From an optimization exercise on the open Yosys and OpenROAD flow, aimed at small area; shortcuts taken in it are not production practice. Only simulation tests tie the RTL to the original design; equivalence was not proved.

main:
Design tt_um_ieeeuoftasic_simproc, start of the top module:
module tt_um_ieeeuoftasic_simproc (
    input  wire [7:0] ui_in,     
    output wire [7:0] uo_out,    
    input  wire [7:0] uio_in,    
    output wire [7:0] uio_out,   
    output wire [7:0] uio_oe,    
    input  wire       ena,       
    input  wire       clk,       
    input  wire       rst_n      
);
clock: 20.0 ns
lec_check: 0
cap_margin: 20
core_margin: 2
core_utilization: 65
cts_buf_list: sky130_fd_sc_hd__clkbuf_8
cts_cluster_diameter: 50
cts_cluster_size: 16
slew_margin: 20
synth_hierarchical: 1
standard.sh (not shown) runs the stock make flow with config.mk's settings and CLKGATE_MAP_FILE= SYNTH_SCRIPT=/design/flow/synth_recipe.tcl, a recipe that flattens the netlist after the stock synthesis.
==> flow/flow/run.sh <==
#!/bin/bash
set -euo pipefail
work=$(pwd)
here=$(cd "$(dirname "${BASH_SOURCE[0]}")" && pwd)

# The standard flow's synthesis script with the ABC mapping script swapped
{
  echo 'proc abc {args} {'
  echo '  set i [lsearch -exact $args -script]'
  echo '  if {$i >= 0} { lset args [expr {$i + 1}] $::env(AREA_ABC_SCRIPT) }'
  echo '  yosys abc {*}$args'
  echo '}'
  cat "$work/synth_recipe.tcl"
} > "$work/synth_area.tcl"

cts="-sink_clustering_enable -repair_clock_nets -sink_clustering_size 18"
cts="$cts -sink_clustering_max_diameter 70 -buf_list sky130_fd_sc_hd__clkbuf_8"
cts="$cts -dont_use_dummy_load"

bash "$work/standard.sh" \
  "SYNTH_SCRIPT=$work/synth_area.tcl" \
  "AREA_ABC_SCRIPT=$here/abc_area.script" \
  "CTS_ARGS=$cts" \
  "BUFFER_PORTS_ARGS=-buffer_cell sky130_fd_sc_hd__buf_1" \
  finish > "$work/standard.log" 2>&1
==> flow/flow/abc_area.script <==
strash
&get -n
&fraig -x
&put
scorr
dc2
strash
&get -n
&dch -f
&nf -R 1000 -p
&put
### main -> the feature branch
-- flow/design.v --
<<< main, line 105
);
    localparam logic [2:0] S_WCMD = 3'd0, S_WADDR = 3'd1, S_WDATA = 3'd2, S_EXEC = 3'd3,
                           S_RESP = 3'd4, S_XMIT = 3'd5, S_XDONE = 3'd6, S_XFIN = 3'd7;
    localparam logic [3:0] K_NOP = 4'd0, K_READ = 4'd1, K_WRITE = 4'd2, K_PING = 4'd3,
                           K_RUN = 4'd4, K_HALT = 4'd5, K_STEP = 4'd6, K_SETPC = 4'd7,
>>> the feature branch, line 105
);
    localparam logic [2:0] S_WCMD = 3'd0, S_WADDR = 3'd1, S_WDATA = 3'd2, S_EXEC = 3'd3,
                           S_RESP = 3'd4, S_XMIT = 3'd5, S_RESP2 = 3'd6, S_XFIN = 3'd7;
    localparam logic [3:0] K_NOP = 4'd0, K_READ = 4'd1, K_WRITE = 4'd2, K_PING = 4'd3,
                           K_RUN = 4'd4, K_HALT = 4'd5, K_STEP = 4'd6, K_SETPC = 4'd7,
<<< main, line 153
            run_reg    <= 1'b0;
            step_pulse <= 1'b0;
            uart_tx    <= 1'b1;
        end else begin
            step_pulse <= exec && ci == K_STEP;
            if (exec && ci == K_RUN)  run_reg <= 1'b1;
            if (exec && ci == K_HALT) run_reg <= 1'b0;
            uart_tx <= (cs == S_XMIT) ? (ci != 4'd0 ? ad[0] : 1'b0) : 1'b1;
            case (cs)
                S_WCMD:  if (rx_done) cs <= S_WADDR;
>>> the feature branch, line 153
            run_reg    <= 1'b0;
            step_pulse <= 1'b0;
        end else begin
            step_pulse <= exec && ci == K_STEP;
            if (exec && ci == K_RUN)  run_reg <= 1'b1;
            if (exec && ci == K_HALT) run_reg <= 1'b0;
            case (cs)
                S_WCMD:  if (rx_done) cs <= S_WADDR;
<<< main, line 164
                S_WDATA: if (rx_done) cs <= S_EXEC;
                S_EXEC:  cs <= is_resp ? S_RESP : S_WCMD;
                S_RESP:  cs <= S_XMIT;
                S_XMIT:  if (tx_tick && ci == 4'd9) cs <= S_XDONE;
                S_XDONE: cs <= S_XFIN;
                default: cs <= S_WCMD;
            endcase
>>> the feature branch, line 162
                S_WDATA: if (rx_done) cs <= S_EXEC;
                S_EXEC:  cs <= is_resp ? S_RESP : S_WCMD;
                S_RESP:  cs <= S_RESP2;
                S_RESP2: cs <= S_XMIT;
                S_XMIT:  if (tx_tick && ci == 4'd9) cs <= S_XFIN;
                default: cs <= S_WCMD;
            endcase
<<< main, line 179
        endcase
        if (ad_en) ad <= ad_d;
        if (cs == S_RESP || tx_tick)
            tx_cnt <= {u, 2'b00};
        else
            tx_cnt <= tx_cnt - 10'd1;
    end
    assign run       = step_pulse | run_reg;
    assign uart_we   = exec && ci == K_WRITE;
>>> the feature branch, line 177
        endcase
        if (ad_en) ad <= ad_d;
        if (cs == S_RESP2 || tx_tick)
            tx_cnt <= {u, 2'b00};
        else
            tx_cnt <= tx_cnt - 10'd1;
    end
    assign uart_tx   = (cs != S_XMIT) || (ci != 4'd0 && ad[0]);
    assign run       = step_pulse | run_reg;
    assign uart_we   = exec && ci == K_WRITE;
<<< main, line 230
    assign ra = op_ori ? 2'b00 : ir[7:6];
    rf_read RR (.r0(rf[0]), .r1(rf[1]), .r2(rf[2]), .r3(rf[3]), .ra(ra), .rb(ir[5:4]), .a(a), .b(b));
    logic [7:0] alu;
    alu_unit ALU (
        .a(a), .b(b), .ir(ir), .rdata(rdata), .op_add(op_add), .op_sub(op_sub),
        .op_nand(op_nand), .op_shift(op_shift), .op_load(op_load), .op_ori(op_ori), .alu(alu)
    );
    logic taken;
>>> the feature branch, line 229
    assign ra = op_ori ? 2'b00 : ir[7:6];
    rf_read RR (.r0(rf[0]), .r1(rf[1]), .r2(rf[2]), .r3(rf[3]), .ra(ra), .rb(ir[5:4]), .a(a), .b(b));
    logic [7:0] alu, pc_sum;
    alu_unit ALU (
        .a(a), .b(b), .ir(ir), .rdata(rdata), .op_add(op_add), .op_sub(op_sub),
        .op_nand(op_nand), .op_shift(op_shift), .op_load(op_load), .op_ori(op_ori),
        .op_br(op_br), .in_c1(in_c1), .pc(pc), .sum(pc_sum), .alu(alu)
    );
    logic taken;
<<< main, line 292
        if (in_c1) ir <= ir_d;
    end
    logic [7:0] pc_sum;
    assign pc_sum = pc + (in_c1 ? 8'd1 : {{4{ir[7]}}, ir[7:4]});
    logic       pc_en;
    logic [7:0] pc_d;
>>> the feature branch, line 292
        if (in_c1) ir <= ir_d;
    end
    logic       pc_en;
    logic [7:0] pc_d;
<<< main, line 409
    input  logic [7:0] a, b, ir, rdata,
    input  logic       op_add, op_sub, op_nand, op_shift, op_load, op_ori,
    output logic [7:0] alu
);
    logic [7:0] sum;
    logic [8:0] c;
    logic [7:0] bb;
    assign bb   = b ^ {8{op_sub}};
    always_comb begin
        c[0] = op_sub;
        for (int i = 0; i < 8; i++) begin
            sum[i]   = a[i] ^ bb[i] ^ c[i];
            c[i + 1] = (a[i] & bb[i]) | (c[i] & (a[i] ^ bb[i]));
        end
    end
>>> the feature branch, line 407
    input  logic [7:0] a, b, ir, rdata,
    input  logic       op_add, op_sub, op_nand, op_shift, op_load, op_ori,
    input  logic       op_br, in_c1,
    input  logic [7:0] pc,
    output logic [7:0] sum,
    output logic [7:0] alu
);
    logic [8:0] c;
    logic [7:0] aa, bb;
    assign aa = (in_c1 || op_br) ? pc : a;
    assign bb = in_c1 ? 8'd0 : op_br ? {{4{ir[7]}}, ir[7:4]} : b ^ {8{op_sub}};
    always_comb begin
        c[0] = in_c1 | op_sub;
        for (int i = 0; i < 8; i++) begin
            sum[i]   = aa[i] ^ bb[i] ^ c[i];
            c[i + 1] = (aa[i] & bb[i]) | (c[i] & (aa[i] ^ bb[i]));
        end
    end
--- outcome ---
The feature branch: all stages complete, timing, DRC and antenna checks passed
Compared with main, the feature branch improves worst setup slack after layout.
Against main, post-synthesis average cell area in the feature branch fell slightly.
The feature branch vs. main: die area held; global-route wire length before repair barely changed; fmax climbed 0.76%.
As far as summed instance area of the synthesized netlist is concerned, the feature branch and main perform about the same.
On the feature branch: hold slack is 0.036 ns higher than what main gave.
The final non-filler cell area of main and that of the feature branch are within noise of each other.

## afterwards: timing with drivers on the ports
Ports are ideal in the flow. The routed layouts listed here were re-timed in OpenROAD.
Step 1: set_driving_cell puts a clkbuf_16 on clk and a buf_2 on each other input, an assumption about the parent block.
Step 2 moves the port delays by t, midway between the first and last clock arrival at a register: inputs arrive t later, outputs are due t later. That takes back most of the time a late clock gives input paths.
a / b / c = ideal / step 1 / step 2; a / b = the first two.
run | t (ns) | setup slack, ns | worst setup path after step 2 | latest minus earliest clock arrival (ns)
main | 0.675 | 12.893 / 12.893 / 12.893 | register to register | 0.074 / 0.074
the feature branch | 0.676 | 12.947 / 12.947 / 12.947 | register to register | 0.061 / 0.061
After both steps setup and hold are still met in every run listed.
